Background: an optimization exercise with open tools, aiming at small area, a short achievable clock period and few clock cycles. Do not read the settings as production practice. Where RTL was checked, it was by simulation tests only, not by an equivalence proof against the original. Only the layout flow was run in runs 2 and 3; the RTL was not checked for function there. The flow treats the clock pin as an ideal source. Dropping or thinning the clock tree relies on that and would not hold on a real chip. Power figures rest on the tool's default switching activity, not on a simulated workload.

`design/flow/flow/run.sh`:
```
#!/bin/bash
# The standard layout with two changes to how it is made: the clock tree gets
# no dummy loads, and the port buffers are the smallest buffer cell.
set -e
export CTS_ARGS="-sink_clustering_enable -repair_clock_nets -sink_clustering_size 30 -sink_clustering_max_diameter 60 -dont_use_dummy_load"
export BUFFER_PORTS_ARGS="-buffer_cell sky130_fd_sc_hd__buf_1"
cp standard.sh standard_sh_copy.txt
export POST_CTS_TCL="$PWD/flow/drop_root.tcl"
bash standard.sh > standard.log 2>&1
```
`design/flow/flow/drop_root.tcl`:
```
set block [ord::get_db_block]
set port_net [$block findNet clk]
set iterms [$port_net getITerms]
if {[llength $iterms] == 1} {
  set root [[lindex $iterms 0] getInst]
  set onet ""
  foreach it [$root getITerms] {
    if {[$it isOutputSignal]} { set onet [$it getNet] }
  }
  set loads {}
  foreach it [$onet getITerms] {
    if {[$it getInst] != $root} { lappend loads $it }
  }
  if {[llength $loads] <= 4 && [llength [$onet getBTerms]] == 0} {
    foreach it $loads {
      $it disconnect
      $it connect $port_net
    }
    puts "drop_root: removed [$root getName], [llength $loads] loads moved to the clock port"
    odb::dbInst_destroy $root
    odb::dbNet_destroy $onet
  } else {
    puts "drop_root: root drives [llength $loads] pins, left unchanged"
  }
}
estimate_parasitics -placement
report_clock_latency
```
`design/flow/standard.sh`:
```
#!/bin/bash
# synth_recipe.tcl (not shown) runs the flow's synth.tcl, then flattens the netlist and writes it again
# the make line also repeats each setting of config.mk as NAME=value (left out here)
make -C /OpenROAD-flow-scripts/flow DESIGN_CONFIG=/design/flow/config.mk WORK_HOME=/design/flow/orfs CLKGATE_MAP_FILE= SYNTH_SCRIPT=/design/flow/synth_recipe.tcl "${@:-finish}"
```
`design/flow/config.mk`:
```
export PLATFORM = sky130hd
export DESIGN_NAME = cb_seg
export DESIGN_NICKNAME = cb_seg
export VERILOG_FILES = /design/flow/design.v
export SDC_FILE = /design/flow/constraint.sdc
export NUM_CORES = 4
export LEC_CHECK = 0
export CAP_MARGIN = 20
export CORE_MARGIN = 2
export CORE_UTILIZATION = 40
export CTS_CLUSTER_DIAMETER = 60
export CTS_CLUSTER_SIZE = 30
export SETUP_SLACK_MARGIN = 2.85
export SLEW_MARGIN = 20
```
`design/flow/constraint.sdc`:
```
create_clock -name core_clock -period 5.0 [get_ports {clk}]
set_input_delay 1.0000 -clock core_clock [delete_from_list [all_inputs] [get_ports {clk}]]
set_output_delay 1.0000 -clock core_clock [all_outputs]
set_load 0.01 [all_outputs]
```
`design/flow/design.v`:
```
module cb_seg(
    input wire clk,
    input wire reset,
    input wire[11:0] tb_size_in,
    input wire wreq_size,
    output wire rreq_data,
    input wire[7:0] tb_in,
    output wire cb_valid,
    output wire[7:0] cb_data,
    output wire cb_size,
    output wire cb_start
);
reg [10:0] wq [0:32];
reg [32:0] v;
wire       release_cur;
wire [32:0] fa;      
wire [31:0] mv;      
assign fa[32] = 1'b1;
genvar g;
generate for (g = 0; g < 32; g = g + 1) begin : q
    assign fa[g] = fa[g+1] & v[g+1];
    assign mv[g] = v[g] & ~fa[g];
    always @(posedge clk)
        if (mv[g]) wq[g+1] <= wq[g];
end endgenerate
always @(posedge clk)
    if (wreq_size) wq[0] <= tb_size_in[10:0];
always @(posedge clk or posedge reset)
    if (reset) v <= 33'd0;
    else begin
        v[0] <= wreq_size | (v[0] & ~mv[0]);
        v[32] <= mv[31] | (v[32] & ~release_cur);
        v[31:1] <= mv[30:0] | (v[31:1] & ~mv[31:1]);
    end
wire [10:0] cur = wq[32];
localparam IDLE = 2'd0, BODY = 2'd2, CRC = 2'd3;
reg [1:0]  ph;
reg [10:0] p;
reg        fill;     
reg        fe;       
reg        lastnc;   
reg        twob;     
reg        big;      
reg        sob;      
reg        blk2;     
reg [1:0]  cc;       
wire c_gt132 = cur > 11'd132;
wire c_gt768 = cur > 11'd768;
wire c_gt894 = cur > 11'd894;
wire c_nofill = (cur == 11'd132) | (cur == 11'd768) | (cur == 11'd894) | (cur == 11'd1530);
wire c_fill1  = (cur == 11'd131) | (cur == 11'd767) | (cur == 11'd893) | (cur == 11'd1529);
wire p_fe = twob ? (big ? (p == 11'd1528) : (p == 11'd892))
                 : (big ? (p == 11'd766) : (p == 11'd130));
wire tb_last = (ph == BODY & lastnc & ~twob) | (ph == CRC & cc == 2'd2 & blk2);
wire start = v[32] & ((ph == IDLE) | tb_last);
wire fill_end = (ph == BODY) & fill & fe;
assign release_cur = (start & c_nofill) | fill_end;
always @(posedge clk or posedge reset)
    if (reset) ph <= IDLE;
    else if (start) ph <= BODY;
    else case (ph)
        BODY: if (lastnc) ph <= twob ? CRC : IDLE;
        CRC:  if (cc == 2'd2) ph <= blk2 ? IDLE : BODY;
        default: ;
    endcase
always @(posedge clk) begin
    if (start) begin
        p      <= cur;
        fill   <= ~c_nofill;
        fe     <= c_fill1;
        lastnc <= 1'b0;
        twob   <= c_gt768;
        big    <= c_gt132 & ~(c_gt768 & ~c_gt894);
        sob    <= 1'b1;
        blk2   <= 1'b0;
    end else case (ph)
        BODY: begin
            sob <= 1'b0;
            cc  <= 2'd0;
            if (fill) begin
                if (fe) begin
                    p      <= cur;
                    fill   <= 1'b0;
                    lastnc <= (cur == 11'd1);
                end else begin
                    p      <= p + 11'd1;
                    fe     <= p_fe;
                end
            end else begin
                p      <= p - 11'd1;
                lastnc <= (p == 11'd2) | (twob & ~blk2 & (p == 11'd767));
            end
        end
        CRC: begin
            cc <= cc + 2'd1;
            if (cc == 2'd2) begin
                blk2 <= 1'b1;
                big  <= 1'b1;
                sob  <= 1'b1;
            end
        end
        default: ;
    endcase
end
wire is_v    = ph[1];                       
wire is_data = (ph == BODY) & ~fill;
wire is_crc  = (ph == CRC);
reg s1_v, s2_v, s1_d, s2_d, s1_c, s2_c;
reg s1_st, s2_st, s1_sz, s2_sz;
reg rreq_q;
assign rreq_data = rreq_q;
always @(posedge clk or posedge reset)
    if (reset) begin
        s1_v <= 1'b0; s2_v <= 1'b0; rreq_q <= 1'b0;
    end else begin
        s1_v <= is_v; s2_v <= s1_v; rreq_q <= is_data;
    end
always @(posedge clk) begin
    s1_d <= is_data; s1_c <= is_crc; s1_st <= sob; s1_sz <= big;
    s2_d <= s1_d;    s2_c <= s1_c;   s2_st <= s1_st; s2_sz <= s1_sz;
end
reg [7:0]  ob;       
reg        ov, ost, osz;
reg        ocu;      
reg [23:0] crc;
assign cb_valid = ov;
assign cb_data  = ob;
assign cb_start = ost;
assign cb_size  = osz;
function [23:0] crc_next(input [23:0] s, input [7:0] d);
    reg [23:0] r;
    integer k;
    begin
        r = s;
        for (k = 0; k < 8; k = k + 1)
            r = {r[22:0], 1'b0} ^ ((r[23] ^ d[k]) ? 24'h800063 : 24'h0);
        crc_next = r;
    end
endfunction
wire [23:0] crc_n = crc_next(crc, ob);
always @(posedge clk or posedge reset)
    if (reset) ov <= 1'b0;
    else       ov <= s2_v;
always @(posedge clk) begin
    ost <= s2_st;
    osz <= s2_sz;
    ocu <= s2_v & ~s2_c;
    if (s2_c)
        ob <= ocu ? crc_n[7:0] : crc[15:8];
    else
        ob <= s2_d ? tb_in : 8'h00;
    if (s2_v & s2_st) crc <= 24'hffffff;
    else if (ocu) crc <= crc_n;
    else if (s2_c) crc[15:0] <= crc[23:8];
end
endmodule
```
==> run summary, run 1 <==
Outcome = timing/DRC/antenna clean
Worst Skew = 0.0493 ns
WP data arrival = 2.20 ns
Number of synthesized flops with an enable pin = 380
Die area = 0.0418 sq mm
Clock power frac = 19.5%
Maximum vdd ir drop = 0.000382 V
Worst reg2reg path endpoint = twob
Max-slew headroom = 36.0%
Via Count = 7215
Sequential share of the synthesized area = 82.8%
Leakage = 6.15 nW
Global-route wire length before repair = 35.9 mm
Num ports = 35
Syn Inst Count = 895
DP Wirelength = 14.5 mm
DR vias/cell = 4.86
Main flop type after synthesis = edfxtp_1
FP Rows = 73
Starting Density = 40.5%
WHS = 0.332 ns
Top area cells in the synthesized netlist = edfxtp_1 71%, dfrtp_1 6.1%, dfxtp_1 5.7%
Final #Nets = 992
Hold EP = s2_v
Util after Layout = 45.0%
Count of cells along the worst register-to-register path = 4
Final count of negative-setup-slack endpoints = 0
Routability Congestion = 0.766
Largest net degree at the start of global routing = 41
CP startpoint = wq[32][4]
DR pass1 iterations = 4
CTS clk-pin slew, worst paths = 0.10 ns
Setup TNS = 0 ns
Fin. Hold Viols = 0
Startpoint types = flop
Core area = 0.0397 sq mm
Fillers = 3430
Power share of the sequential group = 56.2%
Synth cell count leaders = 380 x edfxtp_1, 59 x nand2_1, 46 x dfxtp_1
Die Height = 204 microns
Worst slew pin tran = 0.959 ns
Post-Synthesis Cell Area = 0.0161 sq mm
Worst Hold Launch = s1_v
Worst Setup End Kind = flop
Top cell type's share of synthesized area = 71.0%
DIE WIDTH = 204 microns
Comb pwr share = 24.3%
Antenna diode instance count = 0
Synth-to-Final Area Change = 11.2%
CP required = 5.12 ns
Iteration-0 DRC Markers = 428
Post-DRT Antenna Nets = 0
Maxcap violations = 0
Yosys Warn Count = 2
Fraction of registers with async set/reset = 8.39%
WS Path Type = reg -> reg
Net Count, Synth = 925
Wire per inst = 15.1 microns
P_int = 7.43 mW
Syn Area/Cell = 18.0 sq um
Final wirelength = 22.5 mm
DRC violations left = 0
Switching power = 2.95 mW
Initial antenna violation count = 1
Net Sw Frac = 28.4%
RSZ-0062 raised after global routing = no
Clock Latency Late Sink = 0.43 ns
Power Total = 10.4 mW
Port Buffers = 33
Maximum achievable frequency = 0.481 GHz
Tcrit/Tclk final = 41.5%
Tmin final = 2.08 ns
CP max FO = 3
Flip-flop and latch count after synthesis = 465
Total global routing overflow = 0
Final slew viol count = 0
Vias in the first global route = 7127
Power density cells = 580 mW/mm^2
Total track usage = 10.7%
Hold Path Class = reg -> reg
R2R Setup Slk = 2.92 ns
RR Startpoint = wq[32][4]
Clock Sinks = 465
Synth area leader = edfxtp_1
Share of layout cells above drive strength 1 = 13.0%
Post-synth cell types = 72
Hold depth = 0
Top-count cell post-synth = edfxtp_1
## layout make-up
type	instances	area [sq um]	share of cell area, %
clock buffer	27	676	3.78
inverter	15	56.3	0.315
multi-input combinational	389	2810	15.7
sequential	465	13300	74.5
tap	525	657	3.67
timing repair buffer	64	363	2.03
## cell usage in the layout (no fill, tap or decap), drive strengths merged, types with 13 or more instances in the layout
cell type | netlist | routed
mux2i | 18 | 18
nand2 | 59 | 59
dfxtp | 46 | 46
nor3 | 14 | 14
xnor2 | 30 | 30
inv | 15 | 15
nand3 | 17 | 17
buf | 7 | 64
a21oi | 19 | 19
edfxtp | 380 | 380
dfrtp | 39 | 39
and2 | 13 | 13
o21ai | 20 | 20
nor2 | 31 | 31
nand2b | 19 | 19
clkbuf | 20 | 27
## power by group through the flow
stage	Clock [mW]	Combinational [mW]	Sequential, mW
floorplan	0	2.02	5.72
global placement	0	2.33	5.90
detailed placement	0	2.38	5.95
global route	2.24	2.81	5.94
finish	2.02	2.52	5.83
## worst max-delay path, cell delays in order, from the launching register on
cell and delay, ns:
edfxtp_1 0.40, or4_4 0.53, buf_4 0.16, o311a_1 0.36, or2_2 0.31
## state kept, by name (all words and copies together), names as in the netlist, 2 cells and up
name and flops:
wq 363, v 33, crc 24, p 11, ob 8, cc 2
ph 2
## layer usage
layer | routed length [microns] | part of all wire (%) | track usage [%]
met4 | 516 | 2.3 | 3.03
met2 | 11200 | 50 | 18.6
met3 | 870 | 3.9 | 1.77
met1 | 9850 | 44 | 13.8
met5 | 0 | 0 | 0
## kinds of logic after synthesis
logic type               after synthesis  synth area share (%)
flip-flops                           465                  82.8
buffers and inverters                 42                 0.996
adder cells (fa/ha/maj)                7                 0.545
AND/OR/NAND/NOR                      211                  7.07
XOR/XNOR                              37                  2.44
multiplexers                          21                  1.33
AO/OA/AOI/OAI                        112                  4.84
## stage by stage
stage | setup slack [ns] | area [sq um] | cells
floorplan | 2.88 | 16100 | 895
global placement | 2.32 | 16800 | 1429
detailed placement | 2.27 | 16800 | 1429
global route | 2.84 | 17900 | 1485
finish | 2.92 | 17900 | 1485
## worst max-delay path by stage
stage          endpoint  depth (start not counted)
6_report           twob                          4
5_1_grt            fill                          5
3_5_place_dp       p[0]                          8
3_3_place_gp       p[0]                          8
2_1_floorplan  wq[1][0]                          6
Testbench counts, summed over its fixed seeds: cycles 1,060,569.
==> run 2: changes to the inputs <==
--- a/design/flow/design.v
+++ b/design/flow/design.v
@@ -35,2 +35,12 @@
 wire [10:0] cur = wq[32];
+wire [10:0] w31 = wq[31];
+reg c_gt768, c_big, c_nofill, c_fill1, c_is1;
+always @(posedge clk)
+    if (mv[31]) begin
+        c_gt768  <= w31 > 11'd768;
+        c_big    <= (w31 > 11'd132) & ~((w31 > 11'd768) & ~(w31 > 11'd894));
+        c_nofill <= (w31 == 11'd132) | (w31 == 11'd768) | (w31 == 11'd894) | (w31 == 11'd1530);
+        c_fill1  <= (w31 == 11'd131) | (w31 == 11'd767) | (w31 == 11'd893) | (w31 == 11'd1529);
+        c_is1    <= (w31 == 11'd1);
+    end
 localparam IDLE = 2'd0, BODY = 2'd2, CRC = 2'd3;
@@ -46,7 +56,2 @@
 reg [1:0]  cc;       
-wire c_gt132 = cur > 11'd132;
-wire c_gt768 = cur > 11'd768;
-wire c_gt894 = cur > 11'd894;
-wire c_nofill = (cur == 11'd132) | (cur == 11'd768) | (cur == 11'd894) | (cur == 11'd1530);
-wire c_fill1  = (cur == 11'd131) | (cur == 11'd767) | (cur == 11'd893) | (cur == 11'd1529);
 wire p_fe = twob ? (big ? (p == 11'd1528) : (p == 11'd892))
@@ -72,3 +77,3 @@
         twob   <= c_gt768;
-        big    <= c_gt132 & ~(c_gt768 & ~c_gt894);
+        big    <= c_big;
         sob    <= 1'b1;
@@ -83,3 +88,3 @@
                     fill   <= 1'b0;
-                    lastnc <= (cur == 11'd1);
+                    lastnc <= c_is1;
                 end else begin
--- a/design/flow/config.mk
+++ b/design/flow/config.mk
@@ -12,3 +12,3 @@
 export CTS_CLUSTER_SIZE = 30
-export SETUP_SLACK_MARGIN = 2.85
+export SETUP_SLACK_MARGIN = 3.0
 export SLEW_MARGIN = 20
==> run summary, run 2 <==
Startpoint types = flop
Yosys Warn Count = 2 (unchanged)
Routability Congestion = 0.773 (+0.86%)
PnR worst setup slack = 2.71 ns (-0.208 ns)
Share of layout cells above drive strength 1 = 19.1% (+6.1 points)
Clock power frac = 19.3% (-0.2 points)
Tcrit/Tclk final = 45.7% (+4.2 points)
Syn Inst Count = 903 (+0.89%)
Fraction of registers with async set/reset = 8.30% (-0.089 points)
Maximum vdd ir drop = 0.000390 V (+2.1%)
Largest registers = wq x363, v x33, crc x24
Seq. cell area = 0.0135 sq mm (+1.2%)
Vias in the first global route = 7091 (-0.51%)
WS Path Type = reg -> reg
Largest net degree at the start of global routing = 41 (unchanged)
Clock Sinks = 470 (+1.1%)
Tmin final = 2.29 ns (+0.208 ns)
Syn Area/Cell = 17.9 sq um (-0.20%)
Worst reg2reg path endpoint = wq[3][6]
DRC violations left = 0 (unchanged)
Port Buffers = 33 (unchanged)
Power density cells = 589 mW/mm^2 (+1.5%)
Outcome = timing/DRC/antenna clean
Num ports = 35 (unchanged)
Synth area leader = edfxtp_1
Synth-to-Final Area Change = 14.9%
Final wirelength = 23.6 mm (+5.2%)
Met1 wire length = 9.67 mm (-1.8%)
P_int = 7.80 mW (+5.0%)
Net Count, Synth = 933 (+0.86%)
Comb pwr share = 26.3% (+2.0 points)
CTS clk-pin slew, worst paths = 0.07 ns (-0.03 ns)
Top cell type's share of synthesized area = 71.4% (+0.44 points)
DR pass1 iterations = 5 (+1)
Die Height = 205 microns (+0.34%)
Fillers = 3353 (-2.2%)
Hold Path Class = reg -> reg
Worst Hold Launch = s1_st
Final slew viol count = 0 (unchanged)
Core area = 0.0398 sq mm (+0.23%)
Main flop type after synthesis = edfxtp_1
Clock Latency Late Sink = 0.44 ns (about the same)
Switching power = 3.16 mW (+7.2%)
Non-filler cells, final = 1512 (+1.8%)
CP required = 5.12 ns (about the same)
Hold depth = 0 (unchanged)
Worst Skew = 0.0574 ns (+0.00809 ns)
Placed Cells = 1438 (+0.63%)
R2R Setup Slk = 2.71 ns (-0.21 ns)
Worst slew pin tran = 0.862 ns (-0.0966 ns)
Top-count cell post-synth = edfxtp_1
DR vias/cell = 4.83 (-0.62%)
Starting Density = 40.7% (+0.19 points)
Antenna diode instance count = 0 (unchanged)
WP data arrival = 2.41 ns (+0.21 ns)
Largest register FFs = 363 (unchanged)
Worst Setup End Kind = flop
Power share of the sequential group = 54.4% (-1.8 points)
DIE WIDTH = 205 microns (+0.34%)
Via Count = 7301 (+1.2%)
Met3 routed WL = 724 microns (-17%)
Fin. Hold Viols = 0 (unchanged)
RSZ-0062 raised after global routing = yes
Leakage = 6.53 nW (+6.1%)
Hold EP = s2_st
RR Startpoint = v[22]
Max-slew headroom = 42.4% (+6.4 points)
Maxcap violations = 0 (unchanged)
Flip-flop and latch count after synthesis = 470 (+1.1%)
DP Wirelength = 14.7 mm (+1.7%)
Global-route wire length before repair = 36.7 mm (+2.2%)
FP Rows = 73 (unchanged)
Multi-input combinational cell area = 0.00308 sq mm (+9.7%)
Setup TNS = 0 ns (unchanged)
Post-Synthesis Cell Area = 0.0162 sq mm (+0.69%)
Wire per inst = 15.6 microns (+3.3%)
Sequential share of the synthesized area = 83.1% (+0.36 points)
Total global routing overflow = 0 (unchanged)
Die area = 0.0421 sq mm (+0.68%)
Maximum achievable frequency = 0.437 GHz (-9.1%)
Initial antenna violation count = 0 (-1)
Number of synthesized flops with an enable pin = 385 (+1.3%)
Post-DRT Antenna Nets = 0 (unchanged)
Synth cell count leaders = 385 x edfxtp_1, 55 x nand2_1, 46 x dfxtp_1
Final count of negative-setup-slack endpoints = 0 (unchanged)
Final #Nets = 1019 (+2.7%)
Net Sw Frac = 28.8% (+0.41 points)
Most frequent cells in the layout = 385 x edfxtp_1, 54 x nand2_1, 36 x dfxtp_1, 36 x dfrtp_1, 35 x nor2_1
CP max FO = 6 (+3)
Top area cells in the synthesized netlist = edfxtp_1 71%, dfrtp_1 6.0%, dfxtp_1 5.7%
DR WL met2 = 12.7 mm (+13%)
Iteration-0 DRC Markers = 431 (+0.70%)
Post-synth cell types = 64 (-11%)
Largest reg by FF count = wq
Commonest non-fill, non-tap cell in the layout = edfxtp_1
Count of cells along the worst register-to-register path = 6 (+2)
Pre-CTS setup slack = 2.40 ns (+0.128 ns)
Max layer used = met4
Total track usage = 10.8% (+0.12 points)
run 2: changes by cell type after synthesis, sizes merged, moves of 4 or more:
cell	previous run	this run
a21oi	19	25
a221oi	4	0
and2	13	9
and4	6	2
edfxtp	380	385
inv	15	19
nand2	59	55
nand2b	19	12
nand3	17	23
nor2	31	40
o21ai	20	15
xor2	4	11
run 2: logic make-up after synthesis:
| kind of cell | count (synthesis) | synth area share, % |
|---|---|---|
| DFF | 470 | 83.1 |
| and+or+nand+nor | 207 | 6.73 |
| AOI/OAI and AO/OA | 110 | 4.58 |
| buffers and inverters | 46 | 1.17 |
| xor gates and xnor gates | 41 | 2.47 |
| muxes | 22 | 1.38 |
| adders and majority gates | 7 | 0.541 |
run 2: per-layer routing:
metal  track usage, %  vias up
met5                0        -
met4             2.72        0
met3             1.90       39
met2             20.3       89
met1             12.8     3636
li1                 -     3537
run 2: worst max-delay path by stage:
stage	from	end	slack, ns	cells past startpoint
6_report	v[22]	wq[3][6]	2.71	6
5_1_grt	v[22]	v[6]	2.64	9
3_5_place_dp	cc[0]	p[0]	2.40	7
3_3_place_gp	cc[0]	p[0]	2.42	7
2_1_floorplan	v[22]	wq[1][0]	2.80	6
run 2: layout make-up:
| class | instances | area share (%) |
|---|---|---|
| multi-input cells | 394 | 16.6 |
| flip-flops and latches | 470 | 72.4 |
| inverters | 19 | 0.404 |
| clock buffers | 29 | 3.90 |
| well taps | 525 | 3.53 |
| repair buffers | 75 | 3.17 |
run 2: stage by stage:
stage / power (mW) / utilization (%) / hold WS [ns] / cell area [sq um]
global placement: 8.30 / 42.7 / 0.314 / 17000
global route: 11.6 / 46.7 / 0.334 / 18600
floorplan: 7.75 / - / 0.310 / 16300
finish: 11.0 / 46.7 / 0.327 / 18600
detailed placement: 8.38 / 42.7 / 0.312 / 17000
run 2: power by group through the flow:
stage	Combinational (mW)	Sequential (mW)	Clock (mW)
6_report	2.88	5.96	2.12
5_1_grt	3.16	6.07	2.34
3_5_place_dp	2.36	6.02	0
3_3_place_gp	2.32	5.98	0
2_1_floorplan	1.97	5.78	0
run 2: worst max-delay path: stages (launching register included):
cell and delay, ns:
dfrtp_1 0.44, nand2_1 0.07, or3_4 0.40, or4_4 0.58, nor3_4 0.15, buf_6 0.18
a31oi_4 0.15
==> run 3: changes to the inputs <==
--- a/design/flow/config.mk
+++ b/design/flow/config.mk
@@ -12,3 +12,3 @@
 export CTS_CLUSTER_SIZE = 30
-export SETUP_SLACK_MARGIN = 3.0
+export SETUP_SLACK_MARGIN = 3.1
 export SLEW_MARGIN = 20
==> run summary, run 3 <==
WP data arrival = 2.39 ns (-0.02 ns)
WS Path Type = reg -> reg
RSZ-0062 raised after global routing = yes
Total global routing overflow = 0 (unchanged)
DIE WIDTH = 205 microns (unchanged)
Final slew viol count = 0 (unchanged)
Share of layout cells above drive strength 1 = 21.0% (+1.9 points)
DP Wirelength = 14.8 mm (+0.32%)
P_int = 7.89 mW (+1.2%)
Critical-path cell list = nand2_1 -> or3_4 -> or4_4 -> buf_6 -> nor2_4 -> buf_6 -> a21boi_2
Worst reg2reg path endpoint = wq[7][6]
Iteration-0 DRC Markers = 464 (+7.7%)
WHS = 0.325 ns (-0.00173 ns)
Fin. Hold Viols = 0 (unchanged)
Switching power = 3.19 mW (+1.0%)
RR Startpoint = v[22]
Worst slew pin tran = 0.899 ns (+0.0369 ns)
Tmin final = 2.23 ns (-0.0555 ns)
DR pass1 iterations = 4 (-1)
Total track usage = 11.1% (+0.29 points)
Startpoint types = flop
Synth area leader = edfxtp_1
Most used cell, CP = buf_6
Starting Density = 40.7% (unchanged)
Count of cells along the worst register-to-register path = 7 (+1)
Initial antenna violation count = 0 (unchanged)
CTS clk-pin slew, worst paths = 0.10 ns (+0.03 ns)
Final wirelength = 23.5 mm (-0.44%)
Slowest stage delay, CP = 0.57 ns (about the same)
Max-slew headroom = 40.0% (-2.4 points)
Worst Setup End Kind = flop
FP Rows = 73 (unchanged)
Most frequent cells in the layout = 385 x edfxtp_1, 54 x nand2_1, 45 x buf_4
CP max FO = 5 (-1)
Net Sw Frac = 28.8% (about the same)
Final #Nets = 1032 (+1.3%)
DRC violations left = 0 (unchanged)
Net Count, Synth = 933 (unchanged)
Largest net degree at the start of global routing = 41 (unchanged)
Clock Sinks = 470 (unchanged)
Wire per inst = 15.4 microns (-1.3%)
Top cell type's share of synthesized area = 71.4% (unchanged)
Largest reg by FF count = wq
Tcrit/Tclk final = 44.6% (-1.1 points)
Synth-to-Final Area Change = 15.4%
Outcome = timing/DRC/antenna clean
Leakage = 6.60 nW (+1.1%)
Comb pwr share = 27.7% (+1.4 points)
CP max stage cell = or4_4
Global-route wire length before repair = 37.3 mm (+1.7%)
Power Total = 11.1 mW (+1.1%)
Synth cell count leaders = 385 x edfxtp_1, 55 x nand2_1, 46 x dfxtp_1
Core area = 0.0398 sq mm (unchanged)
Commonest non-fill, non-tap cell in the layout = edfxtp_1
Syn Inst Count = 903 (unchanged)
End of the critical path = wq[7][6]
Die Height = 205 microns (unchanged)
Post-synth cell types = 64 (unchanged)
Main flop type after synthesis = edfxtp_1
Maxcap violations = 0 (unchanged)
Yosys Warn Count = 2 (unchanged)
Flip-flop and latch count after synthesis = 470 (unchanged)
Post-Synthesis Cell Area = 0.0162 sq mm (unchanged)
Clock Latency Late Sink = 0.45 ns (about the same)
Syn Area/Cell = 17.9 sq um (unchanged)
Port Buffers = 33 (unchanged)
Clock power frac = 18.6% (-0.7 points)
Power share of the sequential group = 53.6% (-0.8 points)
Vias in the first global route = 7274 (+2.6%)
Num ports = 35 (unchanged)
Sequential share of the synthesized area = 83.1% (unchanged)
Largest registers = wq x363, v x33, crc x24
CP startpoint = v[22]
R2R Setup Slk = 2.77 ns (+0.06 ns)
DR vias/cell = 4.84 (+0.19%)
Post-DRT Antenna Nets = 0 (unchanged)
Power density cells = 593 mW/mm^2 (+0.76%)
Number of synthesized flops with an enable pin = 385 (unchanged)
Routability Congestion = 0.787 (+1.8%)
Largest register FFs = 363 (unchanged)
Die area = 0.0421 sq mm (unchanged)
Setup TNS = 0 ns (unchanged)
Final count of negative-setup-slack endpoints = 0 (unchanged)
Maximum vdd ir drop = 0.000352 V (-9.8%)
Maximum achievable frequency = 0.448 GHz (+2.5%)
Fraction of registers with async set/reset = 8.30% (unchanged)
Hold Path Class = reg -> reg
Worst Skew = 0.0376 ns (-0.0197 ns)
Top-count cell post-synth = edfxtp_1
Via Count = 7378 (+1.1%)
Antenna diode instance count = 0 (unchanged)
CP required = 5.16 ns (+0.04 ns)
Top area cells in the synthesized netlist = edfxtp_1 71%, dfrtp_1 6.0%, dfxtp_1 5.7%
[run 3: logic make-up after synthesis]
| family | count (synthesis) | share of synthesized area (%) |
|---|---|---|
| DFF | 470 | 83.1 |
| and+or+nand+nor | 207 | 6.73 |
| AOI/OAI and AO/OA | 110 | 4.58 |
| buffers and inverters | 46 | 1.17 |
| xor gates and xnor gates | 41 | 2.47 |
| muxes | 22 | 1.38 |
| adders and majority gates | 7 | 0.541 |
[run 3: worst min path at each step]
stage | endpoint | slack [ns] | start | depth (start not counted)
floorplan | osz | 0.31 | s2_sz | 0
global placement | osz | 0.31 | s2_sz | 0
detailed placement | osz | 0.31 | s2_sz | 0
global route | s2_c | 0.33 | s1_c | 0
finish | s2_c | 0.32 | s1_c | 0
[run 3: final cells by class]
type | instances | area, sq um
Fill cell | 3375 | 21100
Sequential cell | 470 | 13500
Multi-Input combinational cell | 392 | 3080
Clock buffer | 28 | 701
Timing Repair Buffer | 91 | 688
Tap cell | 525 | 657
Inverter | 19 | 78.8
[run 3: routing by layer]
layer / up-vias / share of wire, % / wire length (microns) / track usage [%]
met2: 95 / 51 / 12100 / 19.8
li1: 3562 / - / - / -
met4: 0 / 1.7 / 399 / 2.39
met3: 34 / 3.5 / 821 / 1.77
met1: 3687 / 44 / 10300 / 14.3
met5: - / 0 / 0 / 0
[run 3: power by group through the flow]
stage | Clock (mW) | Sequential [mW] | Combinational [mW]
floorplan | 0 | 5.78 | 2.00
global placement | 0 | 5.97 | 2.34
detailed placement | 0 | 6.02 | 2.38
global route | 2.29 | 6.04 | 3.38
finish | 2.07 | 5.94 | 3.08
[run 3: critical path: cells and delay by family (launching register included)]
| family | cells | cell delay, ns |
|---|---|---|
| flops | 1 | 0.35 |
| buf+inv | 2 | 0.31 |
| simple gates | 4 | 1.22 |
| compound gates | 1 | 0.09 |
[run 3: stage by stage]
step	area [sq um]	util (%)	instances	setup WS (ns)
after global routing	18700	46.9	1525	2.69
after global placement	17100	42.8	1437	2.50
after floorplan	16400	-	903	2.80
after detailed placement	17100	42.8	1437	2.43
final	18700	46.9	1525	2.77
==> run 4: changes to the inputs <==
--- a/design/flow/design.v
+++ b/design/flow/design.v
@@ -13,3 +13,3 @@
 reg [10:0] wq [0:32];
-reg [32:0] v;
+reg [32:0] v;        
 wire       release_cur;
@@ -17,6 +17,13 @@
 wire [31:0] mv;      
-assign fa[32] = 1'b1;
+reg  [7:1] fb;
+wire [8:1] fbx = {v[32], fb};
+wire [32:0] vn;      
 genvar g;
 generate for (g = 0; g < 32; g = g + 1) begin : q
-    assign fa[g] = fa[g+1] & v[g+1];
+    localparam integer M = ((g + 4) / 4) * 4;
+    if (g + 1 == M) begin : top
+        assign fa[g] = fbx[M/4];
+    end else begin : loc
+        assign fa[g] = (&v[M-1:g+1]) & fbx[M/4];
+    end
     assign mv[g] = v[g] & ~fa[g];
@@ -25,10 +32,19 @@
 end endgenerate
+assign fa[32] = 1'b1;
 always @(posedge clk)
     if (wreq_size) wq[0] <= tb_size_in[10:0];
+assign vn[0]    = wreq_size | (v[0] & ~mv[0]);
+assign vn[32]   = mv[31] | (v[32] & ~release_cur);
+assign vn[31:1] = mv[30:0] | (v[31:1] & ~mv[31:1]);
+integer j;
+reg [7:1] fbn;
+always @(*)
+    for (j = 1; j < 8; j = j + 1) fbn[j] = &(vn | ((33'd1 << (4 * j)) - 33'd1));
 always @(posedge clk or posedge reset)
-    if (reset) v <= 33'd0;
-    else begin
-        v[0] <= wreq_size | (v[0] & ~mv[0]);
-        v[32] <= mv[31] | (v[32] & ~release_cur);
-        v[31:1] <= mv[30:0] | (v[31:1] & ~mv[31:1]);
+    if (reset) begin
+        v  <= 33'd0;
+        fb <= 7'd0;
+    end else begin
+        v  <= vn;
+        fb <= fbn;
     end
--- a/design/flow/config.mk
+++ b/design/flow/config.mk
@@ -12,3 +12,3 @@
 export CTS_CLUSTER_SIZE = 30
-export SETUP_SLACK_MARGIN = 3.1
+export SETUP_SLACK_MARGIN = 2.95
 export SLEW_MARGIN = 20
==> run summary, run 4 <==
Top-count cell post-synth = edfxtp_1
CTS clk-pin slew, worst paths = 0.08 ns (-0.02 ns)
DP Wirelength = 15.0 mm (+1.6%)
Max-slew headroom = 41.2% (+1.2 points)
DR pass1 iterations = 4 (unchanged)
Share of layout cells above drive strength 1 = 10.6% (-10 points)
Flip-flop and latch count after synthesis = 477 (+1.5%)
Maxcap violations = 0 (unchanged)
Post-DRT Antenna Nets = 0 (unchanged)
Final wirelength = 23.2 mm (-1.5%)
Port Buffers = 33 (unchanged)
DR vias/cell = 4.85 (+0.22%)
Wire per inst = 15.1 microns (-2.1%)
Total global routing overflow = 0 (unchanged)
Final #Nets = 1035 (+0.29%)
Worst reg2reg path endpoint = p[0]
Worst Hold Launch = s1_st
Largest reg by FF count = wq
Global-route wire length before repair = 36.7 mm (-1.6%)
Die Height = 207 microns (+0.76%)
Fraction of registers with async set/reset = 9.64% (+1.3 points)
Die area = 0.0427 sq mm (+1.5%)
Routability Congestion = 0.795 (+1.0%)
Power density cells = 576 mW/mm^2 (-2.9%)
Largest net degree at the start of global routing = 47 (+15%)
Fillers = 3498 (+3.6%)
Top cell type's share of synthesized area = 70.3% (-1.1 points)
Clock Latency Late Sink = 0.43 ns (-0.02 ns)
Vias in the first global route = 7261 (-0.18%)
Largest register FFs = 363 (unchanged)
Clock Sinks = 477 (+1.5%)
Placed Cells = 1490 (+3.7%)
CP max FO = 10 (+5)
Tcrit/Tclk final = 39.1% (-5.5 points)
Hold Path Class = reg -> reg
Iteration-0 DRC Markers = 475 (+2.4%)
Syn Inst Count = 939 (+4.0%)
DIE WIDTH = 207 microns (+0.76%)
Worst Setup End Kind = flop
Hold depth = 0 (unchanged)
Most frequent cells in the layout = 385 x edfxtp_1, 75 x nand2_1, 45 x dfrtp_1
Initial antenna violation count = 0 (unchanged)
WP data arrival = 2.12 ns (-0.27 ns)
Post-synth cell types = 60 (-6.3%)
Hold EP = s2_st
Fin. Hold Viols = 0 (unchanged)
Maximum achievable frequency = 0.511 GHz (+14%)
Synth-to-Final Area Change = 10.5%
Sequential share of the synthesized area = 82.9% (-0.21 points)
Synth cell count leaders = 385 x edfxtp_1, 76 x nand2_1, 46 x dfrtp_1, 46 x dfxtp_1, 28 x o21ai_0
Largest registers = wq x363, v x33, crc x24
FP Rows = 74 (+1.4%)
RR Startpoint = ph[0]
Main flop type after synthesis = edfxtp_1
Antenna diode instance count = 0 (unchanged)
Num ports = 35 (unchanged)
WHS = 0.327 ns (+0.00221 ns)
Starting Density = 40.4% (-0.30 points)
CP required = 5.17 ns (about the same)
Yosys Warn Count = 2 (unchanged)
Total track usage = 10.8% (-0.35 points)
Commonest non-fill, non-tap cell in the layout = edfxtp_1
Net Count, Synth = 969 (+3.9%)
Tmin final = 1.96 ns (-0.275 ns)
Synth area leader = edfxtp_1
Number of synthesized flops with an enable pin = 385 (unchanged)
Leakage = 6.38 nW (-3.4%)
Via Count = 7443 (+0.88%)
WS Path Type = reg -> reg
Top area cells in the synthesized netlist = edfxtp_1 70%, dfrtp_1 7.0%, dfxtp_1 5.6%
Power Total = 10.5 mW (-5.5%)
Worst slew pin tran = 0.881 ns (-0.0180 ns)
R2R Setup Slk = 3.04 ns (+0.28 ns)
Setup TNS = 0 ns (unchanged)
Final slew viol count = 0 (unchanged)
Count of cells along the worst register-to-register path = 6 (-1)
RSZ-0062 raised after global routing = yes
Syn Area/Cell = 17.5 sq um (-2.3%)
Outcome = timing/DRC/antenna clean
Core area = 0.0407 sq mm (+2.3%)
Final count of negative-setup-slack endpoints = 0 (unchanged)
Startpoint types = flop
Non-filler cells, final = 1535 (+0.66%)
DRC violations left = 0 (unchanged)
Maximum vdd ir drop = 0.000410 V (+16%)
Post-Synthesis Cell Area = 0.0164 sq mm (+1.6%)
Worst Skew = 0.0540 ns (+0.0164 ns)
==> run 4: cell count changes in the layout (fill, tap and decap cells not counted), sizes merged, moves of 7 or more <==
cell	delta
a21boi	-7
and2	+16
buf	-31
dfrtp	+7
nand2	+22
nand2b	+9
nor2	-13
nor3	-8
o21ai	+13
o22ai	+7
==> run 4: worst max path at each step <==
stage                      from        end  slack, ns  cells after the start
after floorplan           fb[5]  wq[17][0]       3.04                      3
after global placement    fb[5]      fb[1]       2.75                      6
after detailed placement  fb[5]      fb[1]       2.69                      6
after global routing       p[5]     lastnc       2.87                      6
final                     ph[0]       p[0]       3.04                      6
==> run 4: layout make-up <==
cell class | count | area, sq um | share of cell area, %
inverters | 24 | 100 | 0.551
repair buffers | 58 | 357 | 1.96
multi-input cells | 416 | 2700 | 14.8
well taps | 532 | 666 | 3.66
clock buffers | 28 | 701 | 3.86
flip-flops and latches | 477 | 13600 | 75.1
==> run 4: cell families after synthesis <==
logic type | Yosys count | share of synthesized area (%)
DFF | 477 | 82.9
and+or+nand+nor | 222 | 6.88
AOI/OAI and AO/OA | 122 | 4.81
buffers and inverters | 46 | 1.12
xor gates and xnor gates | 43 | 2.38
muxes | 19 | 1.17
adders and majority gates | 10 | 0.715
==> run 4: power by group <==
part           leakage [nW]  internal, mW  switching, mW
clock                 0.345         0.987           1.09
combinational          1.37         0.989           1.37
sequential             4.66          5.51          0.515
total                  6.38          7.49           2.98
==> run 4: routing by layer <==
layer  track usage [%]  vias up  wire, microns
met5                 0        -              0
met4              2.89        0            502
met3              1.71       36            768
met2              18.1      110          11200
met1              14.6     3699          10700
li1                  -     3598              -
==> run 4: worst max-delay path, cell delays in order, from the launching register on <==
cell     delay, ns
dfrtp_1       0.46
and2b_2       0.33
nand2_1       0.11
nand3_4       0.13
inv_4         0.09
a21oi_2       0.20
mux2_2        0.35
==> run 4: per-stage QoR <==
| stage | area (sq um) | setup WS (ns) | utilization (%) |
|---|---|---|---|
| floorplan | 16400 | 3.04 | - |
| global placement | 17200 | 2.75 | 42.2 |
| detailed placement | 17200 | 2.69 | 42.2 |
| global route | 18200 | 2.87 | 44.6 |
| finish | 18200 | 3.04 | 44.6 |
Testbench counts of run 4, summed over its fixed seeds: cycles 1,060,569.
==> run 5: changes to the inputs <==
--- a/design/flow/config.mk
+++ b/design/flow/config.mk
@@ -12,3 +12,3 @@
 export CTS_CLUSTER_SIZE = 30
-export SETUP_SLACK_MARGIN = 2.95
+export SETUP_SLACK_MARGIN = 3.05
 export SLEW_MARGIN = 20
==> run summary, run 5 <==
Outcome = timing/DRC/antenna clean
Hold EP = s2_st
Worst slew pin tran = 0.857 ns (-0.0239 ns)
CP max FO = 1 (-9)
Most frequent cells in the layout = 385 x edfxtp_1, 75 x nand2_1, 44 x dfrtp_1
Power density cells = 581 mW/mm^2 (+0.75%)
Main combinational cell family by area after synthesis = simple AND/OR/NAND/NOR gates
Maximum achievable frequency = 0.512 GHz (+0.17%)
Main flop type after synthesis = edfxtp_1
Die area = 0.0427 sq mm (unchanged)
Worst Skew = 0.0623 ns (+0.00828 ns)
Syn Area/Cell = 17.5 sq um (unchanged)
DRC violations left = 0 (unchanged)
Yosys Warn Count = 2 (unchanged)
Clock Sinks = 477 (unchanged)
Xor/xnor share of the synthesized area = 2.38% (unchanged)
DR pass1 iterations = 5 (+1)
Synth-to-Final Area Change = 12.0%
Vias in the first global route = 7102 (-2.2%)
Via Count = 7473 (+0.40%)
Iteration-0 DRC Markers = 489 (+2.9%)
Starting Density = 40.4% (unchanged)
Flip-flop and latch count after synthesis = 477 (unchanged)
Max-slew headroom = 42.7% (+1.6 points)
Maximum vdd ir drop = 0.000360 V (-12%)
Critical-path cell list = clkbuf_2
Worst Hold Launch = s1_st
WP buf/inv = 1 (unchanged)
Tcrit/Tclk final = 39.0% (-0.066 points)
Worst Setup End Kind = output pin
Tmin final = 1.95 ns (-0.00330 ns)
Largest register FFs = 363 (unchanged)
Net Count, Synth = 969 (unchanged)
Largest reg by FF count = wq
Hold Path Class = reg -> reg
Post-Synthesis Cell Area = 0.0164 sq mm (unchanged)
Antenna diode instance count = 0 (unchanged)
Top cell type's share of synthesized area = 70.3% (unchanged)
Total track usage = 10.8% (+0.083 points)
Global-route wire length before repair = 36.7 mm (about the same)
Commonest non-fill, non-tap cell in the layout = edfxtp_1
Top area cells in the synthesized netlist = edfxtp_1 70%, dfrtp_1 7.0%, dfxtp_1 5.6%
Maxcap violations = 0 (unchanged)
Core area = 0.0407 sq mm (unchanged)
Initial antenna violation count = 0 (unchanged)
Post-Synth Adder-Cell Area = 0.715% (unchanged)
Routability Congestion = 0.790 (-0.68%)
Synth area leader = edfxtp_1
Num ports = 35 (unchanged)
FP Rows = 74 (unchanged)
R2R Setup Slk = 3.13 ns (+0.09 ns)
CTS clk-pin slew, worst paths = 0.06 ns (-0.02 ns)
Largest net degree at the start of global routing = 47 (unchanged)
CP required = 4.00 ns (-1.17 ns)
Number of synthesized flops with an enable pin = 385 (unchanged)
Simple-gate share of the synthesized area = 6.88% (unchanged)
Leakage = 6.50 nW (+1.8%)
Clock Latency Late Sink = 0.43 ns (about the same)
Post-synth cell types = 60 (unchanged)
Final wirelength = 23.5 mm (+1.2%)
Worst reg2reg path endpoint = p[0]
Fraction of registers with async set/reset = 9.64% (unchanged)
Top-count cell post-synth = edfxtp_1
Pre-CTS setup slack = 2.70 ns (+0.00981 ns)
Compound-Gate Fraction of Synth Area = 4.81% (unchanged)
Share of layout cells above drive strength 1 = 13.6% (+3.1 points)
WS Path Type = reg -> out
Slowest stage delay, CP = 0.40 ns (-0.06 ns)
Post-DRT Antenna Nets = 0 (unchanged)
RR Startpoint = ph[0]
Fin. Hold Viols = 0 (unchanged)
Count of cells along the worst register-to-register path = 6 (unchanged)
DP Wirelength = 15.1 mm (+0.78%)
Post-synthesis mux area share = 1.17% (unchanged)
Final #Nets = 1051 (+1.5%)
Synth cell count leaders = 385 x edfxtp_1, 76 x nand2_1, 46 x dfrtp_1, 46 x dfxtp_1, 28 x o21ai_0
PnR worst setup slack = 3.05 ns (+0.00330 ns)
Hold depth = 0 (unchanged)
Total global routing overflow = 0 (unchanged)
WP data arrival = 0.95 ns (-1.17 ns)
Port Buffers = 33 (unchanged)
DR vias/cell = 4.82 (-0.63%)
DIE WIDTH = 207 microns (unchanged)
Startpoint types = flop
Syn Inst Count = 939 (unchanged)
Crit-path leading delay family = flip-flops
Die Height = 207 microns (unchanged)
Final count of negative-setup-slack endpoints = 0 (unchanged)
Final slew viol count = 0 (unchanged)
Wire per inst = 15.1 microns (+0.14%)
Setup TNS = 0 ns (unchanged)
RSZ-0062 raised after global routing = yes
CP max stage cell = dfrtp_1
Sequential share of the synthesized area = 82.9% (unchanged)
Largest registers = wq x363, v x33, crc x24
## run 5: cell counts after synthesis
Identical to the previous run, type by type.
## run 5: stage by stage
stage          total power, mW  cells  instance area (sq um)  util [%]  hold slack [ns]
5_1_grt                   11.3   1551                  18400      45.2            0.330
3_3_place_gp              8.20   1489                  17200      42.2            0.315
3_5_place_dp              8.29   1489                  17200      42.2            0.314
2_1_floorplan             7.68    939                  16400         -            0.310
6_report                  10.7   1551                  18400      45.2            0.327
## run 5: cell families after synthesis
group | Yosys count
adders and majority gates | 10
DFF | 477
muxes | 19
AOI/OAI and AO/OA | 122
xor gates and xnor gates | 43
and+or+nand+nor | 222
buffers and inverters | 46
## run 5: how the worst max path moves through the flow
stage | start | end | slack [ns] | depth (start not counted)
5_1_grt | p[2] | p[9] | 3.01 | 5
6_report | rreq_q | rreq_data | 3.05 | 1
3_5_place_dp | cc[0] | p[0] | 2.70 | 8
2_1_floorplan | fb[5] | fb[1] | 3.06 | 6
3_3_place_gp | fb[5] | fb[1] | 2.76 | 6
## run 5: where the power goes
| part | leakage [nW] | internal, mW | switching (mW) | total (mW) |
|---|---|---|---|---|
| registers | 4.66 | 5.52 | 0.509 | 6.03 |
| clock network | 0.345 | 0.987 | 1.10 | 2.09 |
| logic | 1.49 | 1.13 | 1.45 | 2.58 |
## run 5: layout make-up
type / instances / area [sq um]
clock buffer: 28 / 701
fill: 3481 / 22300
inverter: 24 / 104
multi-input combinational: 416 / 2780
sequential: 477 / 13600
tap: 532 / 666
timing repair buffer: 74 / 515
## run 5: layer usage
metal  vias to the layer above  global-route usage [%]  share of wire, %
met5                         -                       0                 0
met1                      3706                    14.8                46
met4                         0                    2.46               2.2
met3                        35                    1.95               3.9
li1                       3640                       -                 -
met2                        92                    18.3                48
## run 5: worst register-to-register path, cell delays in order (launching register included)
cell and delay (ns):
dfrtp_2 0.46, and2b_2 0.29, nand2_1 0.11, nand3_4 0.16, inv_4 0.10, a21oi_4 0.16
mux2_2 0.34
==> run 6: changes to the inputs <==
==> design/flow/flow/drop_root.tcl (replaced) <==
set block [ord::get_db_block]
set port_net [$block findNet clk]

proc out_net {inst} {
  foreach it [$inst getITerms] {
    if {[$it isOutputSignal]} { return [$it getNet] }
  }
  return ""
}
proc in_iterm {inst} {
  foreach it [$inst getITerms] {
    if {[$it isInputSignal]} { return $it }
  }
  return ""
}
proc loads_of {net drv} {
  set l {}
  foreach it [$net getITerms] {
    if {[$it getInst] != $drv && [$it isInputSignal]} { lappend l $it }
  }
  return $l
}

set iterms [$port_net getITerms]
if {[llength $iterms] == 1} {
  set root [[lindex $iterms 0] getInst]
  set onet [out_net $root]
  set loads [loads_of $onet $root]
  if {[llength $loads] <= 2} {
    foreach it $loads {
      $it disconnect
      $it connect $port_net
    }
    puts "drop_root: removed [$root getName], [llength $loads] loads moved to the clock port"
    odb::dbInst_destroy $root
    odb::dbNet_destroy $onet
    # split each first-level buffer in two
    set n 0
    foreach it $loads {
      set mid [$it getInst]
      set mnet [out_net $mid]
      set leaves [loads_of $mnet $mid]
      if {[llength $leaves] < 4} { continue }
      # sort the leaves along the wider spread of their locations
      set pts {}
      set xs {}
      set ys {}
      foreach l $leaves {
        set loc [[$l getInst] getLocation]
        lappend pts [list $l [lindex $loc 0] [lindex $loc 1]]
        lappend xs [lindex $loc 0]
        lappend ys [lindex $loc 1]
      }
      set xs [lsort -integer $xs]
      set ys [lsort -integer $ys]
      set dx [expr {[lindex $xs end] - [lindex $xs 0]}]
      set dy [expr {[lindex $ys end] - [lindex $ys 0]}]
      set key [expr {$dx >= $dy ? 1 : 2}]
      set pts [lsort -integer -index $key $pts]
      set half [expr {[llength $pts] / 2}]
      set g1 [lrange $pts 0 [expr {$half - 1}]]
      set g2 [lrange $pts $half end]
      set master [$mid getMaster]
      set nb [odb::dbInst_create $block $master "clkbuf_split_$n"]
      set nn [odb::dbNet_create $block "clknet_split_$n"]
      $nn setSigType CLOCK
      [in_iterm $nb] connect $port_net
      foreach itx [$nb getITerms] {
        if {[$itx isOutputSignal]} { $itx connect $nn }
      }
      set sx 0; set sy 0
      foreach p $g2 {
        set l [lindex $p 0]
        $l disconnect
        $l connect $nn
        set sx [expr {$sx + [lindex $p 1]}]
        set sy [expr {$sy + [lindex $p 2]}]
      }
      $nb setLocation [expr {$sx / [llength $g2]}] [expr {$sy / [llength $g2]}]
      $nb setPlacementStatus PLACED
      set sx 0; set sy 0
      foreach p $g1 {
        set sx [expr {$sx + [lindex $p 1]}]
        set sy [expr {$sy + [lindex $p 2]}]
      }
      $mid setLocation [expr {$sx / [llength $g1]}] [expr {$sy / [llength $g1]}]
      puts "drop_root: split [$mid getName]: [llength $g1] + [llength $g2] leaves"
      incr n
    }
    detailed_placement
    check_placement -verbose
  } else {
    puts "drop_root: root drives [llength $loads] pins, left unchanged"
  }
}
estimate_parasitics -placement
report_clock_latency
==> run summary, run 6 <==
Net Count, Synth = 969 (unchanged)
CTS clk-pin slew, worst paths = 0.08 ns (+0.02 ns)
Setup TNS = 0 ns (unchanged)
Share of layout cells above drive strength 1 = 13.7% (+0.071 points)
Largest net degree at the start of global routing = 47 (unchanged)
Global-route wire length before repair = 36.7 mm (+0.17%)
WP data arrival = 1.93 ns (+0.98 ns)
DIE WIDTH = 207 microns (unchanged)
Crit-path leading delay family = simple AND/OR/NAND/NOR gates
Synth-to-Final Area Change = 12.3%
FP Rows = 74 (unchanged)
Post-Synthesis Cell Area = 0.0164 sq mm (unchanged)
RSZ-0062 raised after global routing = yes
Largest register FFs = 363 (unchanged)
Max-slew headroom = 43.1% (+0.36 points)
Main flop type after synthesis = edfxtp_1
Syn Inst Count = 939 (unchanged)
Num ports = 35 (unchanged)
Hold Path Class = reg -> reg
Largest registers = wq x363, v x33, crc x24
DR vias/cell = 4.83 (+0.27%)
Most frequent cells in the layout = 385 x edfxtp_1, 75 x nand2_1, 44 x dfrtp_1
CP max stage cell = dfrtp_2
Fraction of registers with async set/reset = 9.64% (unchanged)
Crit path depth = 6 (+5)
Die Height = 207 microns (unchanged)
Largest reg by FF count = wq
Slowest stage delay, CP = 0.46 ns (+0.06 ns)
Die area = 0.0427 sq mm (unchanged)
Worst Setup End Kind = flop
Top-count cell post-synth = edfxtp_1
Routability Congestion = 0.790 (unchanged)
Final count of negative-setup-slack endpoints = 0 (unchanged)
Syn Area/Cell = 17.5 sq um (unchanged)
WP buf/inv = 1 (unchanged)
Worst slew pin tran = 0.852 ns (-0.00544 ns)
Number of synthesized flops with an enable pin = 385 (unchanged)
Starting Density = 40.4% (unchanged)
Final #Nets = 1053 (+0.19%)
Commonest non-fill, non-tap cell in the layout = edfxtp_1
Leakage = 6.52 nW (+0.35%)
Initial antenna violation count = 0 (unchanged)
DP Wirelength = 15.1 mm (unchanged)
Top cell type's share of synthesized area = 70.3% (unchanged)
Power Total = 10.8 mW (+0.72%)
Synth cell count leaders = 385 x edfxtp_1, 76 x nand2_1, 46 x dfrtp_1, 46 x dfxtp_1, 28 x o21ai_0
Final wirelength = 23.5 mm (+0.12%)
Tmin final = 1.86 ns (-0.0961 ns)
Top area cells in the synthesized netlist = edfxtp_1 70%, dfrtp_1 7.0%, dfxtp_1 5.6%
Clock Sinks = 477 (unchanged)
Total global routing overflow = 0 (unchanged)
Antenna diode instance count = 0 (unchanged)
Synth area leader = edfxtp_1
Port Buffers = 33 (unchanged)
Via Count = 7503 (+0.40%)
Maximum achievable frequency = 0.539 GHz (+5.2%)
Post-synth cell types = 60 (unchanged)
Hold depth = 0 (unchanged)
DR pass1 iterations = 5 (unchanged)
CP required = 5.07 ns (+1.07 ns)
Flip-flop and latch count after synthesis = 477 (unchanged)
Total track usage = 11.0% (+0.16 points)
Post-DRT Antenna Nets = 0 (unchanged)
Sequential share of the synthesized area = 82.9% (unchanged)
Yosys Warn Count = 2 (unchanged)
Final slew viol count = 0 (unchanged)
Vias in the first global route = 7122 (+0.28%)
WS Path Type = reg -> reg
Clock Latency Late Sink = 0.35 ns (-0.08 ns)
Tcrit/Tclk final = 37.1% (-1.9 points)
Startpoint types = flop
Maxcap violations = 0 (unchanged)
Worst Skew = 0.0637 ns (+0.00134 ns)
Core area = 0.0407 sq mm (unchanged)
Critical-path cell list = and2b_2 -> nand2_1 -> nand3_4 -> inv_8 -> a21oi_4 -> mux2_2
DRC violations left = 0 (unchanged)
Maximum vdd ir drop = 0.000361 V (+0.31%)
Fin. Hold Viols = 0 (unchanged)
Power density cells = 583 mW/mm^2 (+0.42%)
Wire per inst = 15.1 microns (about the same)
Iteration-0 DRC Markers = 508 (+3.9%)
Count of cells along the worst register-to-register path = 6 (unchanged)
Outcome = timing/DRC/antenna clean
CP max FO = 10 (+9)
-- run 6: final timing paths --
kind                            endpoint  slack (ns)  start
worst max-delay path                p[0]        3.14  ph[0]
worst min-delay path               s2_st        0.33  s1_st
worst max register to register      p[0]        3.14  ph[0]
worst min register to register     s2_st        0.33  s1_st
max in group asynchronous          v[32]        3.67  reset
min in group asynchronous           v[0]        0.82  reset
-- run 6: area by class of cell, clock buffers not listed --
| cell class | count | area (sq um) |
|---|---|---|
| plain buffers | 2 | 50.0 |
| fillers | 3476 | 22300 |
| inverters | 24 | 109 |
| multi-input cells | 416 | 2780 |
| flip-flops and latches | 477 | 13600 |
| well taps | 532 | 666 |
| repair buffers | 74 | 514 |
-- run 6: cell families (layout without fill, tap and decap cells) --
| kind of cell | Yosys count | after routing | share of synthesized area, % |
|---|---|---|---|
| mux | 19 | 19 | 1.17 |
| flops | 477 | 477 | 82.9 |
| compound gates | 122 | 122 | 4.81 |
| buf+inv | 46 | 128 | 1.12 |
| xor+xnor | 43 | 43 | 2.38 |
| simple gates | 222 | 222 | 6.88 |
| fa+ha+maj | 10 | 10 | 0.715 |
-- run 6: report_power, final --
part,switching [mW],internal [mW]
registers,0.511,5.52
clock network,1.09,1.07
logic,1.45,1.14
-- run 6: per-stage QoR --
stage                     setup slack [ns]  cell area (sq um)  hold slack, ns  std cells  utilization, %
final                                 3.14              18500           0.327       1553            45.3
after global routing                  3.01              18500           0.330       1553            45.3
after detailed placement              2.70              17200           0.314       1489            42.2
after global placement                2.76              17200           0.315       1489            42.2
after floorplan                       3.06              16400           0.310        939               -
-- run 6: layer usage --
layer / global-route usage, % / up-vias / part of all wire, %
met2: 18.2 / 104 / 49
met1: 14.8 / 3715 / 45
met4: 2.76 / 0 / 2.0
met5: 0 / - / 0
li1: - / 3649 / -
met3: 2.48 / 35 / 3.9
==> run 7: changes to the inputs <==
==> design/flow/flow/run.sh (replaced) <==
#!/bin/bash
set -e
export CTS_ARGS="-sink_clustering_enable -repair_clock_nets -sink_clustering_size 30 -sink_clustering_max_diameter 60 -dont_use_dummy_load"
export BUFFER_PORTS_ARGS="-buffer_cell sky130_fd_sc_hd__buf_1"
export POST_CTS_TCL="$PWD/flow/drop_root.tcl"
bash standard.sh > standard.log 2>&1
--- a/design/flow/config.mk
+++ b/design/flow/config.mk
@@ -12,3 +12,3 @@
 export CTS_CLUSTER_SIZE = 30
-export SETUP_SLACK_MARGIN = 3.05
+export SETUP_SLACK_MARGIN = 3.2
 export SLEW_MARGIN = 20
==> run summary, run 7 <==
Share of layout cells above drive strength 1 = 18.7% (+5.0 points)
Synth area leader = edfxtp_1
Post-DRT Antenna Nets = 0 (unchanged)
Final slew viol count = 0 (unchanged)
Worst Skew = 0.0603 ns (-0.00336 ns)
Pre-CTS setup slack = 2.68 ns (-0.0207 ns)
Hold Path Class = reg -> reg
Most frequent cells in the layout = 385 x edfxtp_1, 72 x nand2_1, 52 x buf_4
Final wirelength = 24.1 mm (+2.6%)
Clock Latency Late Sink = 0.34 ns (about the same)
Sequential share of the synthesized area = 82.9% (unchanged)
DR vias/cell = 4.83 (-0.12%)
Worst slew pin tran = 0.818 ns (-0.0331 ns)
Startpoint types = flop
Yosys Warn Count = 2 (unchanged)
Synth-to-Final Area Change = 14.8%
Total track usage = 11.1% (+0.12 points)
R2R Setup Slk = 3.21 ns (+0.07 ns)
Main flop type after synthesis = edfxtp_1
DRC violations left = 0 (unchanged)
Outcome = timing/DRC/antenna clean
Routability Congestion = 0.786 (-0.41%)
Final #Nets = 1069 (+1.5%)
Flip-flop and latch count after synthesis = 477 (unchanged)
Max-slew headroom = 45.3% (+2.2 points)
Critical-path cell list = clkbuf_2
Final count of negative-setup-slack endpoints = 0 (unchanged)
Top cell type's share of synthesized area = 70.3% (unchanged)
Worst Setup End Kind = output pin
Antenna diode instance count = 0 (unchanged)
Top area cells in the synthesized netlist = edfxtp_1 70%, dfrtp_1 7.0%, dfxtp_1 5.6%
PnR worst setup slack = 3.12 ns (-0.0259 ns)
CP max FO = 1 (-9)
Initial antenna violation count = 0 (unchanged)
Largest reg by FF count = wq
Post-synth cell types = 60 (unchanged)
Net Count, Synth = 969 (unchanged)
Maximum achievable frequency = 0.531 GHz (-1.4%)
Largest registers = wq x363, v x33, crc x24
CP required = 4.00 ns (-1.07 ns)
Port Buffers = 33 (unchanged)
Syn Area/Cell = 17.5 sq um (unchanged)
Leakage = 6.70 nW (+2.8%)
Commonest non-fill, non-tap cell in the layout = edfxtp_1
RSZ-0062 raised after global routing = yes
Tmin final = 1.88 ns (+0.0259 ns)
Post-Synthesis Cell Area = 0.0164 sq mm (unchanged)
Slowest stage delay, CP = 0.40 ns (-0.06 ns)
CP max stage cell = dfrtp_1
DP Wirelength = 15.1 mm (about the same)
Die Height = 207 microns (unchanged)
Hold depth = 0 (unchanged)
Util after Layout = 46.3% (+1.0 points)
Vias in the first global route = 7227 (+1.5%)
WP buf/inv = 1 (unchanged)
Synth cell count leaders = 385 x edfxtp_1, 76 x nand2_1, 46 x dfrtp_1, 46 x dfxtp_1, 28 x o21ai_0
Number of synthesized flops with an enable pin = 385 (unchanged)
Setup TNS = 0 ns (unchanged)
Die area = 0.0427 sq mm (unchanged)
Top-count cell post-synth = edfxtp_1
CTS clk-pin slew, worst paths = 0.07 ns (about the same)
Count of cells along the worst register-to-register path = 7 (+1)
FP Rows = 74 (unchanged)
Global-route wire length before repair = 37.3 mm (+1.7%)
Clock Sinks = 477 (unchanged)
DR pass1 iterations = 6 (+1)
DIE WIDTH = 207 microns (unchanged)
Crit-path leading delay family = flip-flops
Via Count = 7571 (+0.91%)
Starting Density = 40.4% (unchanged)
Fin. Hold Viols = 0 (unchanged)
Largest net degree at the start of global routing = 47 (unchanged)
WS Path Type = reg -> out
Syn Inst Count = 939 (unchanged)
Total global routing overflow = 0 (unchanged)
WP data arrival = 0.88 ns (-1.05 ns)
Tcrit/Tclk final = 37.6% (+0.52 points)
Crit path depth = 1 (-5)
Maximum vdd ir drop = 0.000342 V (-5.1%)
Core area = 0.0407 sq mm (unchanged)
Wire per inst = 15.4 microns (+1.5%)
Maxcap violations = 0 (unchanged)
Num ports = 35 (unchanged)
Power density cells = 591 mW/mm^2 (+1.3%)
Iteration-0 DRC Markers = 490 (-3.5%)
Largest register FFs = 363 (unchanged)
Fraction of registers with async set/reset = 9.64% (unchanged)
## run 7: cell counts after synthesis
Identical to the previous run, type by type.
## run 7: cell families (layout without fill, tap and decap cells)
logic type                 Yosys count  in the layout  share of synthesized area [%]
buffers and inverters               46            144                           1.12
DFF                                477            477                           82.9
adders and majority gates           10             10                          0.715
xor gates and xnor gates            43             43                           2.38
muxes                               19             19                           1.17
AOI/OAI and AO/OA                  122            122                           4.81
and+or+nand+nor                    222            222                           6.88
## run 7: power breakdown
| part | internal, mW | switching, mW |
|---|---|---|
| clock | 1.03 | 1.09 |
| combinational | 1.39 | 1.60 |
| sequential | 5.52 | 0.511 |
## run 7: metal layers
metal  share of wire (%)  vias up  GRT usage [%]
li1                    -     3675              -
met1                  45     3747           14.9
met2                  49      113           18.6
met3                 3.6       36           1.93
met4                 2.3        0           3.57
met5                   0        -              0
## run 7: final timing paths
check,to,startpoint
max,rreq_data,rreq_q
max in group asynchronous,ph[0],reset
min,osz,s2_sz
min reg2reg,osz,s2_sz
min in group asynchronous,v[2],reset
max reg2reg,p[10],p[4]
## run 7: stage by stage
stage	instances	power, mW	hold slack (ns)	instance area (sq um)
after floorplan	939	7.69	0.310	16500
after global placement	1489	8.20	0.315	17200
after detailed placement	1489	8.29	0.312	17200
after global routing	1569	11.8	0.331	18900
final	1569	11.1	0.327	18900
## run 7: area by class of cell, clock buffers not listed
cell class	instances	area [sq um]
fill	3436	21900
buffer	2	50.0
timing repair buffer	91	697
sequential	477	13700
multi-input combinational	416	3020
inverter	24	106
tap	532	666
==> run 8: changes to the inputs <==
--- a/design/flow/config.mk
+++ b/design/flow/config.mk
@@ -7,2 +7,3 @@
 export LEC_CHECK = 0
+export ABC_AREA = 1
 export CAP_MARGIN = 20
@@ -12,3 +13,3 @@
 export CTS_CLUSTER_SIZE = 30
-export SETUP_SLACK_MARGIN = 3.2
+export SETUP_SLACK_MARGIN = 3.05
 export SLEW_MARGIN = 20
==> run summary, run 8 <==
CP required = 5.07 ns (+1.07 ns)
Total track usage = 11.2% (+0.036 points)
Post-Synthesis Cell Area = 0.0165 sq mm (+0.30%)
Final wirelength = 24.5 mm (+1.7%)
Startpoint types = flop
Power density cells = 574 mW/mm^2 (-2.8%)
Die Height = 207 microns (+0.15%)
Fraction of registers with async set/reset = 9.64% (unchanged)
DIE WIDTH = 207 microns (+0.15%)
Starting Density = 40.5% (+0.12 points)
Largest register FFs = 363 (unchanged)
Total global routing overflow = 0 (unchanged)
Post-synth cell types = 46 (-23%)
Largest registers = wq x363, v x33, crc x24
Power share of the sequential group = 56.8% (+2.7 points)
Area after DPL = 0.0172 sq mm (+0.28%)
FP Rows = 74 (unchanged)
Global-route wire length before repair = 38.9 mm (+4.2%)
Final count of negative-setup-slack endpoints = 0 (unchanged)
Main flop type after synthesis = edfxtp_1
Max-slew headroom = 36.1% (-9.2 points)
Sequential share of the synthesized area = 82.7% (-0.25 points)
Top-count cell post-synth = edfxtp_1
Syn Area/Cell = 15.2 sq um (-13%)
P_int = 7.47 mW (-6.1%)
Clock Sinks = 477 (unchanged)
DR vias/cell = 4.71 (-2.3%)
Tcrit/Tclk final = 38.4% (+0.74 points)
Seq. cell area = 0.0136 sq mm (about the same)
Via Count = 8003 (+5.7%)
Yosys Warn Count = 2 (unchanged)
CTS clk-pin slew, worst paths = 0.06 ns (about the same)
Routability Congestion = 0.879 (+12%)
Net Sw Frac = 29.6% (+0.92 points)
Most frequent cells in the layout = 385 x edfxtp_1, 174 x nand2_1, 112 x inv_1
Outcome = timing/DRC/antenna clean
Tmin final = 1.92 ns (+0.0370 ns)
Final slew viol count = 0 (unchanged)
CP max FO = 4 (+3)
RSZ-0062 raised after global routing = yes
Synth cell count leaders = 385 x edfxtp_1, 176 x nand2_1, 115 x inv_1
Iteration-0 DRC Markers = 558 (+14%)
Top cell type's share of synthesized area = 70.1% (-0.21 points)
PnR worst setup slack = 3.08 ns (-0.0370 ns)
Initial antenna violation count = 1 (+1)
Maxcap violations = 0 (unchanged)
Fin. Hold Viols = 0 (unchanged)
Num ports = 35 (unchanged)
Maximum achievable frequency = 0.521 GHz (-1.9%)
Worst slew pin tran = 0.958 ns (+0.140 ns)
Util after Layout = 45.4% (-0.97 points)
Core area = 0.0407 sq mm (unchanged)
Synth-to-Final Area Change = 12.0%
Final #Nets = 1197 (+12%)
Hold Path Class = reg -> reg
Commonest non-fill, non-tap cell in the layout = edfxtp_1
Post-DRT Antenna Nets = 0 (unchanged)
Setup TNS = 0 ns (unchanged)
DRC violations left = 0 (unchanged)
Comb pwr share = 22.4% (-4.5 points)
Worst Skew = 0.0647 ns (+0.00437 ns)
Clock Latency Late Sink = 0.36 ns (+0.02 ns)
WS Path Type = reg -> reg
Net Count, Synth = 1114 (+15%)
Worst Setup End Kind = flop
Maximum vdd ir drop = 0.000247 V (-28%)
Vias in the first global route = 7865 (+8.8%)
DR pass1 iterations = 5 (-1)
Port Buffers = 33 (unchanged)
Leakage = 7.01 nW (+4.6%)
Synth area leader = edfxtp_1
Multi-input combinational cell area = 0.00249 sq mm (-18%)
Share of layout cells above drive strength 1 = 12.4% (-6.3 points)
Switching power = 3.15 mW (-1.8%)
Largest net degree at the start of global routing = 47 (unchanged)
Clock power frac = 20.8% (+1.8 points)
Fillers = 3527 (+2.6%)
DP Wirelength = 16.1 mm (+6.1%)
Largest reg by FF count = wq
Die area = 0.0429 sq mm (+0.29%)
WP data arrival = 1.98 ns (+1.10 ns)
Syn Inst Count = 1084 (+15%)
Pre-CTS setup slack = 2.69 ns (+0.00937 ns)
Top area cells in the synthesized netlist = edfxtp_1 70%, dfrtp_1 7.0%, dfxtp_1 5.6%
Design Area, Final = 0.0185 sq mm (-2.1%)
Flip-flop and latch count after synthesis = 477 (unchanged)
Number of synthesized flops with an enable pin = 385 (unchanged)
Wire per inst = 14.4 microns (-6.0%)
run 8: changes by cell type after synthesis, sizes merged, moves of 20 or more:
cell,change
and2,-23
inv,+102
nand2,+106
nand2b,-20
nor2,+57
xnor2,-24
run 8: area by class of cell, clock buffers not listed:
class,instances,share of cell area [%]
antenna,1,0.0135
buffer,2,0.271
inverter,125,2.57
multi-input combinational,471,13.5
sequential,477,73.9
tap,532,3.60
timing repair buffer,61,2.30
run 8: stage by stage:
step                      power (mW)  hold slack, ns  std cells
after floorplan                 7.54           0.310       1084
after global placement          8.10           0.313       1639
after detailed placement        8.20           0.313       1639
after global routing            11.3           0.333       1697
final                           10.6           0.325       1698
run 8: critical path, stage by stage, from the launching register on:
cell	delay, ns
edfxtp_1	0.45
ha_2	0.26
nand3_4	0.10
nor2_4	0.17
nand3_4	0.12
nor2_4	0.11
nand2_1	0.06
xor2_1	0.14
nand2_1	0.05
o21ai_0	0.07
nand2_1	0.06
nand2_1	0.06
run 8: path summary, 6_finish.rpt:
| path | start | slack [ns] | cells past startpoint | end |
|---|---|---|---|---|
| worst min register to register | s1_sz | 0.33 | 0 | s2_sz |
| worst min-delay path | s1_sz | 0.33 | 0 | s2_sz |
| worst max-delay path | p[0] | 3.08 | 11 | p[10] |
| max in group asynchronous | reset | 3.77 | 3 | v[9] |
| worst max register to register | p[0] | 3.08 | 11 | p[10] |
| min in group asynchronous | reset | 0.66 | 2 | v[24] |
run 8: power groups by stage:
stage | sequential [mW] | clock [mW] | combinational (mW)
floorplan | 5.90 | 0 | 1.64
global placement | 6.07 | 0 | 2.03
detailed placement | 6.11 | 0 | 2.09
global route | 6.13 | 2.43 | 2.69
finish | 6.03 | 2.21 | 2.37
run 8: cells by family (layout without fill, tap and decap cells):
| family | Yosys count | count (layout) | synth area share (%) |
|---|---|---|---|
| flops | 477 | 477 | 82.7 |
| simple gates | 332 | 332 | 8.73 |
| buf+inv | 136 | 217 | 3.12 |
| compound gates | 114 | 114 | 3.99 |
| xor+xnor | 18 | 18 | 0.956 |
| fa+ha+maj | 7 | 7 | 0.531 |
| other cells | 0 | 1 | 0 |
run 8: metal layers:
metal  global-route usage [%]  vias to the layer above  wire length, microns
met5                        0                        -                     0
met4                     3.67                        0                   614
met3                     2.33                       46                  1130
met2                     18.8                      134                 12000
met1                     14.5                     3897                 10800
li1                         -                     3926                     -

Setup slack of run 8, layout unchanged: 3.081 ns with ideal ports, 3.069 ns with driving cells assumed (clock clkbuf_16, inputs buf_2), 3.081 ns with port delays also shifted by the 0.436 ns mid clock arrival.
